What follows belongs to an exercise in optimizing a design on an open flow for small area and a short achievable clock period; a production flow would make more cautious choices.
Function was not checked in any run shown here: the RTL went through the layout flow alone.
Power is estimated from default activity; no workload was simulated.

==> flow/design.v, too long to show whole: its modules and the start of the top module <==
// module sig_altmult_add: 1780 lines
module sig_altmult_add
(
	input signed [15:0] dataa, datab, datac, datad,
	input 		clock, aclr,
	output reg 	[32:0] result
);
  // ...
==> flow/flow/run.sh <==
#!/bin/bash
set -uo pipefail
here=$(pwd)
bash standard.sh "SYNTH_ARGS=-noabc" \
  "BUFFER_PORTS_ARGS=-buffer_cell sky130_fd_sc_hd__buf_1" \
  "POST_FLOORPLAN_TCL=$here/flow/upsize.tcl" finish > run_make.log 2>&1
status=$?
tail -20 run_make.log
exit $status
==> flow/flow/upsize.tcl <==
foreach inst [get_cells -quiet {a_r* c_r* m0_* m1_*}] {
  if {[get_property [get_lib_cells -of_objects $inst] name] == "sky130_fd_sc_hd__dfxtp_1"} {
    replace_cell $inst sky130_fd_sc_hd__dfxtp_4
  }
}
==> flow/standard.sh <==
#!/bin/bash
# synth_recipe.tcl (not shown) runs the flow's synth.tcl, then flattens the netlist and writes it again
# the make line also repeats each setting of config.mk as NAME=value (left out here)
make -C /OpenROAD-flow-scripts/flow DESIGN_CONFIG=/design/flow/config.mk WORK_HOME=/design/flow/orfs CLKGATE_MAP_FILE= SYNTH_SCRIPT=/design/flow/synth_recipe.tcl "${@:-finish}"
==> flow/config.mk <==
export PLATFORM = sky130hd
export DESIGN_NAME = sig_altmult_add
export DESIGN_NICKNAME = sig_altmult_add
export VERILOG_FILES = /design/flow/design.v
export SDC_FILE = /design/flow/constraint.sdc
export NUM_CORES = 4
export LEC_CHECK = 0
export CAP_MARGIN = 20
export CORE_MARGIN = 2
export CORE_UTILIZATION = 40
export CTS_BUF_LIST = sky130_fd_sc_hd__clkbuf_16
export CTS_CLUSTER_DIAMETER = 100
export CTS_CLUSTER_SIZE = 28
export SETUP_SLACK_MARGIN = 3.95
export SLEW_MARGIN = 20
==> flow/constraint.sdc <==
create_clock -name core_clock -period 7.0 [get_ports {clock}]
set_input_delay 1.4000 -clock core_clock [delete_from_list [all_inputs] [get_ports {clock}]]
set_output_delay 1.4000 -clock core_clock [all_outputs]
set_load 0.01 [all_outputs]
==> out/metrics.yaml, run 1 <==
status: "complete, no violations"
startpoint_type: "register"
drt-initial-drc-count: 1389
place_area_mm2: 0.01714
yosysTopAreaCell: "fa_1"
syn_nets: 1856
cpMostUsedCell: "fa_2"
synthSimpleGateAreaFrac_pct: 4.815
finalSetupTns_ns: 0
stdcell_area_mm2: 0.01993
comb.multi_input.count: 1127
preCtsSetupSlack_ns: 3.849
slew_viol_final: 0
multi_input_area_mm2: 0.01214
worst_path_dominant_cell_family: "adder cells"
grt_pass1_wl_um: 72140
wl_per_cell_um: 22.44
place_congestion: 0.8986
hold_end: "v2$_DFF_PP0_"
seq_cell_count: 192
fillers: 3535
worstPathMaxFanout: 8
viasPerCell: 5.654
die_w_um: 205.5
path_clk_slew_ns: 0.07
post_cts_buffers: 52
grt_max_degree: 39
comb_power_mw: 7.44
syn_area_per_cell_um2: 10.68
hold_viol: 0
synthArstFlopShare_pct: 18.23
grt_pass1_vias: 11990
tightestPinTransition_ns: 0.9003
top_layer_used: "met4"
==> run 2, diff against run 1 <==
--- a/flow/design.v
+++ b/flow/design.v
@@ -3,17 +3,17 @@
 	input signed [15:0] dataa, datab, datac, datad,
 	input 		clock, aclr,
 	output reg 	[32:0] result
 );
   reg [15:0] a_r, c_r;
   reg [7:0] m0_one_r, m0_two_r, m0_neg_r, m1_one_r, m1_two_r, m1_neg_r;
   reg [76:0] t_r;
   reg [32:0] s_r;
-  reg v1, v2;
+  reg v1, v2, v3;
   wire [7:0] one0, two0, neg0;
   wire [7:0] one1, two1, neg1;
   wire m0_pp0_0;
   wire m0_pp0_1;
   wire m0_pp0_2;
   wire m0_pp0_3;
   wire m0_pp0_4;
   wire m0_pp0_5;
@@ -813,16 +813,178 @@
   wire q528;
   wire q529;
   wire co530;
   wire s531;
   wire c532;
   wire s533;
   wire c534;
   wire [32:0] g0, p0;
+  wire cg1_1;
+  wire cp1_1;
+  wire cg1_3;
+  wire cp1_3;
+  wire cg1_5;
+  wire cp1_5;
+  wire cg1_7;
+  wire cp1_7;
+  wire cg1_9;
+  wire cp1_9;
+  wire cg1_11;
+  wire cp1_11;
+  wire cg1_13;
+  wire cp1_13;
+  wire cg1_15;
+  wire cp1_15;
+  wire cg1_17;
+  wire cp1_17;
+  wire cg1_19;
+  wire cp1_19;
+  wire cg1_21;
+  wire cp1_21;
+  wire cg1_23;
+  wire cp1_23;
+  wire cg1_25;
+  wire cp1_25;
+  wire cg1_27;
+  wire cp1_27;
+  wire cg1_29;
+  wire cp1_29;
+  wire cg1_31;
+  wire cp1_31;
+  wire cg2_2;
+  wire cp2_2;
+  wire cg2_3;
+  wire cp2_3;
+  wire cg2_6;
+  wire cp2_6;
+  wire cg2_7;
+  wire cp2_7;
+  wire cg2_10;
+  wire cp2_10;
+  wire cg2_11;
+  wire cp2_11;
+  wire cg2_14;
+  wire cp2_14;
+  wire cg2_15;
+  wire cp2_15;
+  wire cg2_18;
+  wire cp2_18;
+  wire cg2_19;
+  wire cp2_19;
+  wire cg2_22;
+  wire cp2_22;
+  wire cg2_23;
+  wire cp2_23;
+  wire cg2_26;
+  wire cp2_26;
+  wire cg2_27;
+  wire cp2_27;
+  wire cg2_30;
+  wire cp2_30;
+  wire cg2_31;
+  wire cp2_31;
+  wire cg3_4;
+  wire cp3_4;
+  wire cg3_5;
+  wire cp3_5;
+  wire cg3_6;
+  wire cp3_6;
+  wire cg3_7;
+  wire cp3_7;
+  wire cg3_12;
+  wire cp3_12;
+  wire cg3_13;
+  wire cp3_13;
+  wire cg3_14;
+  wire cp3_14;
+  wire cg3_15;
+  wire cp3_15;
+  wire cg3_20;
+  wire cp3_20;
+  wire cg3_21;
+  wire cp3_21;
+  wire cg3_22;
+  wire cp3_22;
+  wire cg3_23;
+  wire cp3_23;
+  wire cg3_28;
+  wire cp3_28;
+  wire cg3_29;
+  wire cp3_29;
+  wire cg3_30;
+  wire cp3_30;
+  wire cg3_31;
+  wire cp3_31;
+  wire cg4_8;
+  wire cp4_8;
+  wire cg4_9;
+  wire cp4_9;
+  wire cg4_10;
+  wire cp4_10;
+  wire cg4_11;
+  wire cp4_11;
+  wire cg4_12;
+  wire cp4_12;
+  wire cg4_13;
+  wire cp4_13;
+  wire cg4_14;
+  wire cp4_14;
+  wire cg4_15;
+  wire cp4_15;
+  wire cg4_24;
+  wire cp4_24;
+  wire cg4_25;
+  wire cp4_25;
+  wire cg4_26;
+  wire cp4_26;
+  wire cg4_27;
+  wire cp4_27;
+  wire cg4_28;
+  wire cp4_28;
+  wire cg4_29;
+  wire cp4_29;
+  wire cg4_30;
+  wire cp4_30;
+  wire cg4_31;
+  wire cp4_31;
+  wire cg5_16;
+  wire cp5_16;
+  wire cg5_17;
+  wire cp5_17;
+  wire cg5_18;
+  wire cp5_18;
+  wire cg5_19;
+  wire cp5_19;
+  wire cg5_20;
+  wire cp5_20;
+  wire cg5_21;
+  wire cp5_21;
+  wire cg5_22;
+  wire cp5_22;
+  wire cg5_23;
+  wire cp5_23;
+  wire cg5_24;
+  wire cp5_24;
+  wire cg5_25;
+  wire cp5_25;
+  wire cg5_26;
+  wire cp5_26;
+  wire cg5_27;
+  wire cp5_27;
+  wire cg5_28;
+  wire cp5_28;
+  wire cg5_29;
+  wire cp5_29;
+  wire cg5_30;
+  wire cp5_30;
+  wire cg5_31;
+  wire cp5_31;
+  wire cg6_32;
+  wire cp6_32;
   wire [32:0] row0, row1, sum;
   assign one0[0] = datab[0] ^ 1'b0;
   assign two0[0] = (datab[1] ^ datab[0]) & ~(datab[0] ^ 1'b0);
   assign neg0[0] = datab[1];
   assign one0[1] = datab[2] ^ datab[1];
   assign two0[1] = (datab[3] ^ datab[2]) & ~(datab[2] ^ datab[1]);
   assign neg0[1] = datab[3];
   assign one0[2] = datab[4] ^ datab[3];
@@ -1672,17 +1834,211 @@
   assign s531 = q529 ^ 1'b0;
   assign c532 = q529 ? 1'b0 : 1'b0;
   assign s533 = t_r[73] ^ co530;
   assign c534 = t_r[73] & co530;
   assign row0 = {1'b1, t_r[75], c534, c532, s531, c527, c525, c520, c518, c516, c511, c506, c501, c496, c491, c486, c481, c476, c471, c466, c461, c456, c451, c449, c447, c445, c443, s442, t_r[5], t_r[4], t_r[3], t_r[2], t_r[0]};
   assign row1 = {1'b0, t_r[76], t_r[74], s533, 1'b0, t_r[69], s526, s524, s519, s517, s515, s510, s505, s500, s495, s490, s485, s480, s475, s470, s465, s460, s455, s450, s448, s446, s444, 1'b0, 1'b0, 1'b0, 1'b0, 1'b0, t_r[1]};
   assign g0 = row0 & row1;
   assign p0 = row0 ^ row1;
-  assign sum = row0 + row1;
+  assign cg1_1 = g0[1] | (p0[1] & g0[0]);
+  assign cp1_1 = p0[1] & p0[0];
+  assign cg1_3 = g0[3] | (p0[3] & g0[2]);
+  assign cp1_3 = p0[3] & p0[2];
+  assign cg1_5 = g0[5] | (p0[5] & g0[4]);
+  assign cp1_5 = p0[5] & p0[4];
+  assign cg1_7 = g0[7] | (p0[7] & g0[6]);
+  assign cp1_7 = p0[7] & p0[6];
+  assign cg1_9 = g0[9] | (p0[9] & g0[8]);
+  assign cp1_9 = p0[9] & p0[8];
+  assign cg1_11 = g0[11] | (p0[11] & g0[10]);
+  assign cp1_11 = p0[11] & p0[10];
+  assign cg1_13 = g0[13] | (p0[13] & g0[12]);
+  assign cp1_13 = p0[13] & p0[12];
+  assign cg1_15 = g0[15] | (p0[15] & g0[14]);
+  assign cp1_15 = p0[15] & p0[14];
+  assign cg1_17 = g0[17] | (p0[17] & g0[16]);
+  assign cp1_17 = p0[17] & p0[16];
+  assign cg1_19 = g0[19] | (p0[19] & g0[18]);
+  assign cp1_19 = p0[19] & p0[18];
+  assign cg1_21 = g0[21] | (p0[21] & g0[20]);
+  assign cp1_21 = p0[21] & p0[20];
+  assign cg1_23 = g0[23] | (p0[23] & g0[22]);
+  assign cp1_23 = p0[23] & p0[22];
+  assign cg1_25 = g0[25] | (p0[25] & g0[24]);
+  assign cp1_25 = p0[25] & p0[24];
+  assign cg1_27 = g0[27] | (p0[27] & g0[26]);
+  assign cp1_27 = p0[27] & p0[26];
+  assign cg1_29 = g0[29] | (p0[29] & g0[28]);
+  assign cp1_29 = p0[29] & p0[28];
+  assign cg1_31 = g0[31] | (p0[31] & g0[30]);
+  assign cp1_31 = p0[31] & p0[30];
+  assign cg2_2 = g0[2] | (p0[2] & cg1_1);
+  assign cp2_2 = p0[2] & cp1_1;
+  assign cg2_3 = cg1_3 | (cp1_3 & cg1_1);
+  assign cp2_3 = cp1_3 & cp1_1;
+  assign cg2_6 = g0[6] | (p0[6] & cg1_5);
+  assign cp2_6 = p0[6] & cp1_5;
+  assign cg2_7 = cg1_7 | (cp1_7 & cg1_5);
+  assign cp2_7 = cp1_7 & cp1_5;
+  assign cg2_10 = g0[10] | (p0[10] & cg1_9);
+  assign cp2_10 = p0[10] & cp1_9;
+  assign cg2_11 = cg1_11 | (cp1_11 & cg1_9);
+  assign cp2_11 = cp1_11 & cp1_9;
+  assign cg2_14 = g0[14] | (p0[14] & cg1_13);
+  assign cp2_14 = p0[14] & cp1_13;
+  assign cg2_15 = cg1_15 | (cp1_15 & cg1_13);
+  assign cp2_15 = cp1_15 & cp1_13;
+  assign cg2_18 = g0[18] | (p0[18] & cg1_17);
+  assign cp2_18 = p0[18] & cp1_17;
+  assign cg2_19 = cg1_19 | (cp1_19 & cg1_17);
+  assign cp2_19 = cp1_19 & cp1_17;
+  assign cg2_22 = g0[22] | (p0[22] & cg1_21);
+  assign cp2_22 = p0[22] & cp1_21;
+  assign cg2_23 = cg1_23 | (cp1_23 & cg1_21);
+  assign cp2_23 = cp1_23 & cp1_21;
+  assign cg2_26 = g0[26] | (p0[26] & cg1_25);
+  assign cp2_26 = p0[26] & cp1_25;
+  assign cg2_27 = cg1_27 | (cp1_27 & cg1_25);
+  assign cp2_27 = cp1_27 & cp1_25;
+  assign cg2_30 = g0[30] | (p0[30] & cg1_29);
+  assign cp2_30 = p0[30] & cp1_29;
+  assign cg2_31 = cg1_31 | (cp1_31 & cg1_29);
+  assign cp2_31 = cp1_31 & cp1_29;
+  assign cg3_4 = g0[4] | (p0[4] & cg2_3);
+  assign cp3_4 = p0[4] & cp2_3;
+  assign cg3_5 = cg1_5 | (cp1_5 & cg2_3);
+  assign cp3_5 = cp1_5 & cp2_3;
+  assign cg3_6 = cg2_6 | (cp2_6 & cg2_3);
+  assign cp3_6 = cp2_6 & cp2_3;
+  assign cg3_7 = cg2_7 | (cp2_7 & cg2_3);
+  assign cp3_7 = cp2_7 & cp2_3;
+  assign cg3_12 = g0[12] | (p0[12] & cg2_11);
+  assign cp3_12 = p0[12] & cp2_11;
+  assign cg3_13 = cg1_13 | (cp1_13 & cg2_11);
+  assign cp3_13 = cp1_13 & cp2_11;
+  assign cg3_14 = cg2_14 | (cp2_14 & cg2_11);
+  assign cp3_14 = cp2_14 & cp2_11;
+  assign cg3_15 = cg2_15 | (cp2_15 & cg2_11);
+  assign cp3_15 = cp2_15 & cp2_11;
+  assign cg3_20 = g0[20] | (p0[20] & cg2_19);
+  assign cp3_20 = p0[20] & cp2_19;
+  assign cg3_21 = cg1_21 | (cp1_21 & cg2_19);
+  assign cp3_21 = cp1_21 & cp2_19;
+  assign cg3_22 = cg2_22 | (cp2_22 & cg2_19);
+  assign cp3_22 = cp2_22 & cp2_19;
+  assign cg3_23 = cg2_23 | (cp2_23 & cg2_19);
+  assign cp3_23 = cp2_23 & cp2_19;
+  assign cg3_28 = g0[28] | (p0[28] & cg2_27);
+  assign cp3_28 = p0[28] & cp2_27;
+  assign cg3_29 = cg1_29 | (cp1_29 & cg2_27);
+  assign cp3_29 = cp1_29 & cp2_27;
+  assign cg3_30 = cg2_30 | (cp2_30 & cg2_27);
+  assign cp3_30 = cp2_30 & cp2_27;
+  assign cg3_31 = cg2_31 | (cp2_31 & cg2_27);
+  assign cp3_31 = cp2_31 & cp2_27;
+  assign cg4_8 = g0[8] | (p0[8] & cg3_7);
+  assign cp4_8 = p0[8] & cp3_7;
+  assign cg4_9 = cg1_9 | (cp1_9 & cg3_7);
+  assign cp4_9 = cp1_9 & cp3_7;
+  assign cg4_10 = cg2_10 | (cp2_10 & cg3_7);
+  assign cp4_10 = cp2_10 & cp3_7;
+  assign cg4_11 = cg2_11 | (cp2_11 & cg3_7);
+  assign cp4_11 = cp2_11 & cp3_7;
+  assign cg4_12 = cg3_12 | (cp3_12 & cg3_7);
+  assign cp4_12 = cp3_12 & cp3_7;
+  assign cg4_13 = cg3_13 | (cp3_13 & cg3_7);
+  assign cp4_13 = cp3_13 & cp3_7;
+  assign cg4_14 = cg3_14 | (cp3_14 & cg3_7);
+  assign cp4_14 = cp3_14 & cp3_7;
+  assign cg4_15 = cg3_15 | (cp3_15 & cg3_7);
+  assign cp4_15 = cp3_15 & cp3_7;
+  assign cg4_24 = g0[24] | (p0[24] & cg3_23);
+  assign cp4_24 = p0[24] & cp3_23;
+  assign cg4_25 = cg1_25 | (cp1_25 & cg3_23);
+  assign cp4_25 = cp1_25 & cp3_23;
+  assign cg4_26 = cg2_26 | (cp2_26 & cg3_23);
+  assign cp4_26 = cp2_26 & cp3_23;
+  assign cg4_27 = cg2_27 | (cp2_27 & cg3_23);
+  assign cp4_27 = cp2_27 & cp3_23;
+  assign cg4_28 = cg3_28 | (cp3_28 & cg3_23);
+  assign cp4_28 = cp3_28 & cp3_23;
+  assign cg4_29 = cg3_29 | (cp3_29 & cg3_23);
+  assign cp4_29 = cp3_29 & cp3_23;
+  assign cg4_30 = cg3_30 | (cp3_30 & cg3_23);
+  assign cp4_30 = cp3_30 & cp3_23;
+  assign cg4_31 = cg3_31 | (cp3_31 & cg3_23);
+  assign cp4_31 = cp3_31 & cp3_23;
+  assign cg5_16 = g0[16] | (p0[16] & cg4_15);
+  assign cp5_16 = p0[16] & cp4_15;
+  assign cg5_17 = cg1_17 | (cp1_17 & cg4_15);
+  assign cp5_17 = cp1_17 & cp4_15;
+  assign cg5_18 = cg2_18 | (cp2_18 & cg4_15);
+  assign cp5_18 = cp2_18 & cp4_15;
+  assign cg5_19 = cg2_19 | (cp2_19 & cg4_15);
+  assign cp5_19 = cp2_19 & cp4_15;
+  assign cg5_20 = cg3_20 | (cp3_20 & cg4_15);
+  assign cp5_20 = cp3_20 & cp4_15;
+  assign cg5_21 = cg3_21 | (cp3_21 & cg4_15);
+  assign cp5_21 = cp3_21 & cp4_15;
+  assign cg5_22 = cg3_22 | (cp3_22 & cg4_15);
+  assign cp5_22 = cp3_22 & cp4_15;
+  assign cg5_23 = cg3_23 | (cp3_23 & cg4_15);
+  assign cp5_23 = cp3_23 & cp4_15;
+  assign cg5_24 = cg4_24 | (cp4_24 & cg4_15);
+  assign cp5_24 = cp4_24 & cp4_15;
+  assign cg5_25 = cg4_25 | (cp4_25 & cg4_15);
+  assign cp5_25 = cp4_25 & cp4_15;
+  assign cg5_26 = cg4_26 | (cp4_26 & cg4_15);
+  assign cp5_26 = cp4_26 & cp4_15;
+  assign cg5_27 = cg4_27 | (cp4_27 & cg4_15);
+  assign cp5_27 = cp4_27 & cp4_15;
+  assign cg5_28 = cg4_28 | (cp4_28 & cg4_15);
+  assign cp5_28 = cp4_28 & cp4_15;
+  assign cg5_29 = cg4_29 | (cp4_29 & cg4_15);
+  assign cp5_29 = cp4_29 & cp4_15;
+  assign cg5_30 = cg4_30 | (cp4_30 & cg4_15);
+  assign cp5_30 = cp4_30 & cp4_15;
+  assign cg5_31 = cg4_31 | (cp4_31 & cg4_15);
+  assign cp5_31 = cp4_31 & cp4_15;
+  assign cg6_32 = g0[32] | (p0[32] & cg5_31);
+  assign cp6_32 = p0[32] & cp5_31;
+  assign sum[0] = p0[0];
+  assign sum[1] = p0[1] ^ g0[0];
+  assign sum[2] = p0[2] ^ cg1_1;
+  assign sum[3] = p0[3] ^ cg2_2;
+  assign sum[4] = p0[4] ^ cg2_3;
+  assign sum[5] = p0[5] ^ cg3_4;
+  assign sum[6] = p0[6] ^ cg3_5;
+  assign sum[7] = p0[7] ^ cg3_6;
+  assign sum[8] = p0[8] ^ cg3_7;
+  assign sum[9] = p0[9] ^ cg4_8;
+  assign sum[10] = p0[10] ^ cg4_9;
+  assign sum[11] = p0[11] ^ cg4_10;
+  assign sum[12] = p0[12] ^ cg4_11;
+  assign sum[13] = p0[13] ^ cg4_12;
+  assign sum[14] = p0[14] ^ cg4_13;
+  assign sum[15] = p0[15] ^ cg4_14;
+  assign sum[16] = p0[16] ^ cg4_15;
+  assign sum[17] = p0[17] ^ cg5_16;
+  assign sum[18] = p0[18] ^ cg5_17;
+  assign sum[19] = p0[19] ^ cg5_18;
+  assign sum[20] = p0[20] ^ cg5_19;
+  assign sum[21] = p0[21] ^ cg5_20;
+  assign sum[22] = p0[22] ^ cg5_21;
+  assign sum[23] = p0[23] ^ cg5_22;
+  assign sum[24] = p0[24] ^ cg5_23;
+  assign sum[25] = p0[25] ^ cg5_24;
+  assign sum[26] = p0[26] ^ cg5_25;
+  assign sum[27] = p0[27] ^ cg5_26;
+  assign sum[28] = p0[28] ^ cg5_27;
+  assign sum[29] = p0[29] ^ cg5_28;
+  assign sum[30] = p0[30] ^ cg5_29;
+  assign sum[31] = p0[31] ^ cg5_30;
+  assign sum[32] = p0[32] ^ cg5_31;
   always @(posedge clock) begin
     a_r <= dataa;
     c_r <= datac;
     m0_one_r <= one0;
     m0_two_r <= two0;
     m0_neg_r <= neg0;
     m1_one_r <= one1;
     m1_two_r <= two1;
@@ -1759,22 +2115,23 @@
     t_r[69] <= s435;
     t_r[70] <= c370;
     t_r[71] <= s371;
     t_r[72] <= c436;
     t_r[73] <= s419;
     t_r[74] <= s437;
     t_r[75] <= c178;
     t_r[76] <= c438;
+    s_r <= sum;
   end
   always @(posedge clock or posedge aclr) begin
     if (aclr) begin
       v1 <= 1'b0;
       v2 <= 1'b0;
-      s_r <= {33{1'b0}};
+      v3 <= 1'b0;
     end else begin
       v1 <= 1'b1;
       v2 <= v1;
-      s_r <= v2 ? sum : {33{1'b0}};
+      v3 <= v2;
     end
   end
-  always @* result = s_r;
+  always @* result = s_r & {33{v3}};
 endmodule
==> flow/config.mk (replaced) <==
export PLATFORM = sky130hd
export DESIGN_NAME = sig_altmult_add
export DESIGN_NICKNAME = sig_altmult_add
export VERILOG_FILES = /design/flow/design.v
export SDC_FILE = /design/flow/constraint.sdc
export NUM_CORES = 4
export LEC_CHECK = 0
export CAP_MARGIN = 20
export CORE_MARGIN = 2
export CORE_UTILIZATION = 40
export SETUP_SLACK_MARGIN = 4.1
export SLEW_MARGIN = 20
==> run 2 against run 1 <==
  * Setup slack gained 0.050 ns
  * Worst hold slack gained 0.0040 ns
  * Synthesized cell count shrank 2.9%
  * Critical path depth shrank 1
  * First-iteration DRC count shrank 22%
  * Wire length shrank 12%
  * Sequential share of layout area grew 0.31 points
  * Critical endpoint is now t_r[38]$_DFF_P_
==> out/metrics.yaml, run 2 <==
status: "complete, no violations"  # unchanged
synth_top_family_by_area: "adder cells"  # unchanged
powerDensity_mw_per_mm2: 529.1  # was 515.9 mW/mm^2
die_area_mm2: 0.04137  # was 0.04223 mm^2
fin_skew_ns: 0.01238  # was 0.01364 ns
route.vias.total: 11320  # was 12.60k
io_pins: 99  # unchanged
path_clk_slew_ns: 0.07  # about the same
grt_max_degree: 21  # was 39
synth.area.mux_share_pct: 0  # was 0.3082%
dr.pass1.iters: 6  # unchanged
largest_reg_flops: 77  # unchanged
synthSimpleGateAreaFrac_pct: 4.437  # was 4.815%
hp-class: "reg2reg"  # unchanged
antenna_found_initial: 0  # unchanged
crit_type: "reg2reg"  # unchanged
power.total_mw: 10.08  # was 10.28 mW
drt-initial-drc-count: 1080  # was 1389
drc_errors: 0  # unchanged
yosysTopAreaCell: "fa_1"  # unchanged
viasPerCell: 5.427  # was 5.654
cp.arrival_ns: 3.44  # was 3.50 ns
drt-total-wl_um: 44200  # was 50000 um
core_mm2: 0.03946  # was 0.03991 mm^2
endpoint_kind: "register"  # unchanged
grt-ovfl-total: 0  # unchanged
ant_nets: 0  # unchanged
multi_input_area_mm2: 0.01218  # was 0.01214 mm^2
stdcell_count: 2086  # was 2228
finish.utilization_pct: 48.29  # was 49.92%
cpMostUsedCell: "fa_1"  # was fa_2
fillers: 3637  # was 3535
worstPathMaxFanout: 16  # was 8
initial_utilization_pct: 40.30  # was 40.69%
synthesis.area_mm2: 0.01590  # was 0.01624 mm^2
synth_common_cells: "xnor2_1 (289), a22oi_1 (240), fa_1 (216)"  # was xnor2_1 (293), a22oi_1 (240), fa_1 (214)
num_rows: 73  # unchanged
syn_nets: 1816  # was 1856
n_antenna_cell: 0  # unchanged
clkLatencyLatePin_ns: 0.47  # about the same
fmax_mhz: 322.8  # was 317.6 MHz
finalSetupTns_ns: 0  # unchanged
synth_seq_cells: 193  # was 192
die_w_um: 203.4  # was 205.5 um
cts-root-buf: "clkbuf_16"  # unchanged
drive_gt1_share_pct: 27.67  # was 28.30%
hold_buffers: 0  # unchanged
postSynthCellCount: 1476  # was 1520
mostFrequentLayoutCells: "xnor2_1 (269), a22oi_1 (189), fa_1 (125)"  # was xnor2_1 (277), a22oi_1 (186), buf_4 (183)
synth_warnings: 1  # unchanged
synth_most_common_cell: "xnor2_1"  # unchanged
die_h_um: 203.4  # was 205.5 um
cts_buffers: 17  # unchanged
synth_top_area_share_pct: 27.19  # was 26.38%
io_buffers: 98  # unchanged
setup_viol: 0  # unchanged
placed_cells: 1953  # was 1994
grt_pass1_wl_um: 67620  # was 72140 um
required_ns: 7.34  # was 7.35 ns
hpwlAfterDp_um: 31390  # was 33450 um
syn_area_per_cell_um2: 10.77  # was 10.68 um^2
synth_fa_ha_area_share_pct: 32.95  # was 31.87%
hold_viol: 0  # unchanged
max_stage_delay_ns: 0.59  # was 0.60 ns
slew_viol_final: 0  # unchanged
post-route-period-util_pct: 44.26  # was 44.98%
synth_edf_count: 0  # unchanged
syn_to_final_growth_pct: 19.82  # was 22.70%
synth_area_leaders: "fa_1 (27%), dfxtp_1 (24%), xnor2_1 (16%), a22oi_1 (11%), ha_1 (4.6%)"  # was fa_1 (26%), dfxtp_1 (19%), xnor2_1 (16%), a22oi_1 (11%), dfrtp_1 (5.4%)
fin_nets: 1888  # was 2027
drv_cap: 0  # unchanged
synth-main-ff-cell: "dfxtp_1"  # unchanged
seq_area_mm2: 0.004190  # was 0.004319 mm^2
grt_pass1_vias: 11330  # was 11.99k
place_congestion: 0.9051  # was 0.8986
tightestPinTransition_ns: 0.4922  # was 0.9003 ns
r2r_slack_ns: 3.90  # was 3.85 ns
rsz0062_at_grt: "true"  # unchanged
synth_compound_area_share_pct: 14.42  # was 14.78%
vdd_ir_drop_max_mv: 0.2578  # was 0.2846 mV
synth-xor-area-share_pct: 19.15  # was 18.70%
min_path_cells: 0  # unchanged
layout_commonest_cell: "xnor2_1"  # unchanged
fin_hold_ws_ns: 0.3560  # was 0.3521 ns
slew_headroom_pct: 66.95  # was 39.98%
synth_cell_types: 41  # was 53
startpoint_type: "register"  # unchanged
cts_tree: "built"  # unchanged
synthArstFlopShare_pct: 1.554  # was 18.23%
worstRegToRegCells: 7  # was 8
crit_slowest_cell: "fa_1"  # was fa_2
yosysSeqAreaShare_pct: 24.39  # was 24.75%
fin_crit_ns: 3.098  # was 3.148 ns
wl_per_cell_um: 21.19  # was 22.44 um
htreeDepth: 4  # unchanged
cts.sinks: 193  # was 192
regMostFlops: "t_r"  # unchanged
top_regs: "t_r x77, s_r x33"  # unchanged
p_leak_nw: 6.915  # was 7.518 nW
grt_usage_pct: 21.60  # was 22.84%
path_cells: "a22oi_2 > xnor2_1 > fa_1 > fa_1 > fa_2 > fa_2 > fa_1"  # was buf_6 > buf_6 > a22oi_2 > xnor2_2 > fa_2 > fa_2 > fa_2 > fa_2
clock_path_buffers: 2  # unchanged
## run 2: final cells by class
class | count | area share, %
Clock inverter | 15 | 1.024
Tap cell | 525 | 3.447
Timing Repair Buffer | 199 | 6.402
Inverter | 50 | 0.9850
Clock buffer | 17 | 2.233
Sequential cell | 193 | 21.99
Multi-Input combinational cell | 1087 | 63.92
## run 2: routing by layer
| metal | up-vias | share of wire (%) | wire length (um) | global-route usage, % |
|---|---|---|---|---|
| met1 | 5672 | 45 | 19970 | 31.03 |
| met5 | - | 0 | 0 | 0 |
| met3 | 52 | 7.9 | 3486 | 4.986 |
| met4 | 0 | 1.7 | 769 | 5.683 |
| met2 | 512 | 45 | 19980 | 32.74 |
| li1 | 5084 | - | - | - |
## run 2: cells by family (layout without fill, tap and decap cells)
kind of cell | count (synthesis) | count (layout)
other | 1 | 1
buffers and inverters | 196 | 281
adder cells (fa/ha/maj) | 293 | 293
AO/OA/AOI/OAI | 316 | 316
flip-flops | 193 | 193
XOR/XNOR | 346 | 346
AND/OR/NAND/NOR | 131 | 131
## run 2: report_power, final
group / internal [mW] / total, mW / switching, mW
combinational: 3.57 / 7.11 / 3.54
sequential: 1.62 / 1.97 / 0.354
clock: 0.515 / 1.00 / 0.486
total: 5.70 / 10.1 / 4.38
## run 2: path summary, 6_finish.rpt
kind / endpoint / from
hold / removal: v3$_DFF_PP0_ / v2$_DFF_PP0_
min in group asynchronous: v3$_DFF_PP0_ / aclr
setup reg to reg: t_r[38]$_DFF_P_ / m0_two_r[1]$_DFF_P_
max in group asynchronous: v3$_DFF_PP0_ / aclr
hold reg to reg: v3$_DFF_PP0_ / v2$_DFF_PP0_
setup / recovery: t_r[38]$_DFF_P_ / m0_two_r[1]$_DFF_P_
## run 2: critical path, delay by kind of cell (launching register included)
| family | cells | cell delay, ns |
|---|---|---|
| AO/OA/AOI/OAI | 1 | 0.08 |
| flip-flops | 1 | 0.49 |
| XOR/XNOR | 1 | 0.16 |
| adder cells (fa/ha/maj) | 5 | 2.24 |
## run 2: what timing repair did
item / 4_1_cts / 5_1_grt
resized for setup: 78 / 81
hold endpoints to repair: 0 / 0
gates cloned: 0 / 0
buffers inserted: 71 / 30
pin swaps: 42 / 36
endpoints found under the setup margin: 70 / 56
## run 2: through the flow
| stage | setup slack (ns) | cell area (um^2) |
|---|---|---|
| floorplan | 3.942 | 16950 |
| global placement | 3.883 | 16990 |
| detailed placement | 3.844 | 16990 |
| CTS | 3.919 | 18460 |
| global route | 3.836 | 19050 |
| finish | 3.902 | 19050 |

-- re-timing with driven ports --
In the flow no input, the clock included, has a driving cell. The finished layouts below were timed again as built, in two steps.
Step 1 sets driving cells, clkbuf_16 on the clock port and buf_2 on the other inputs (assumed; they add their load-dependent delay and slew).
Step 2 times the ports against the registers' clock, not the clock port: input delays grow and output delays shrink by t, the midpoint of the rising clock arrivals with the driver on.
a / b / c = no drivers / after step 1 / after step 2; a / b = the first two.
run	shift t [ns]	setup WS [ns]	hold slack, ns	worst setup path after step 2	worst slew at a driven data input, ns
run 1	0.516	3.852 / 3.852 / 3.852	0.352 / 0.352 / 0.352	register to register	0.05
run 2	0.513	3.902 / 3.902 / 3.902	0.356 / 0.356 / 0.356	register to register	0.04
After both steps every run listed still meets setup and hold.
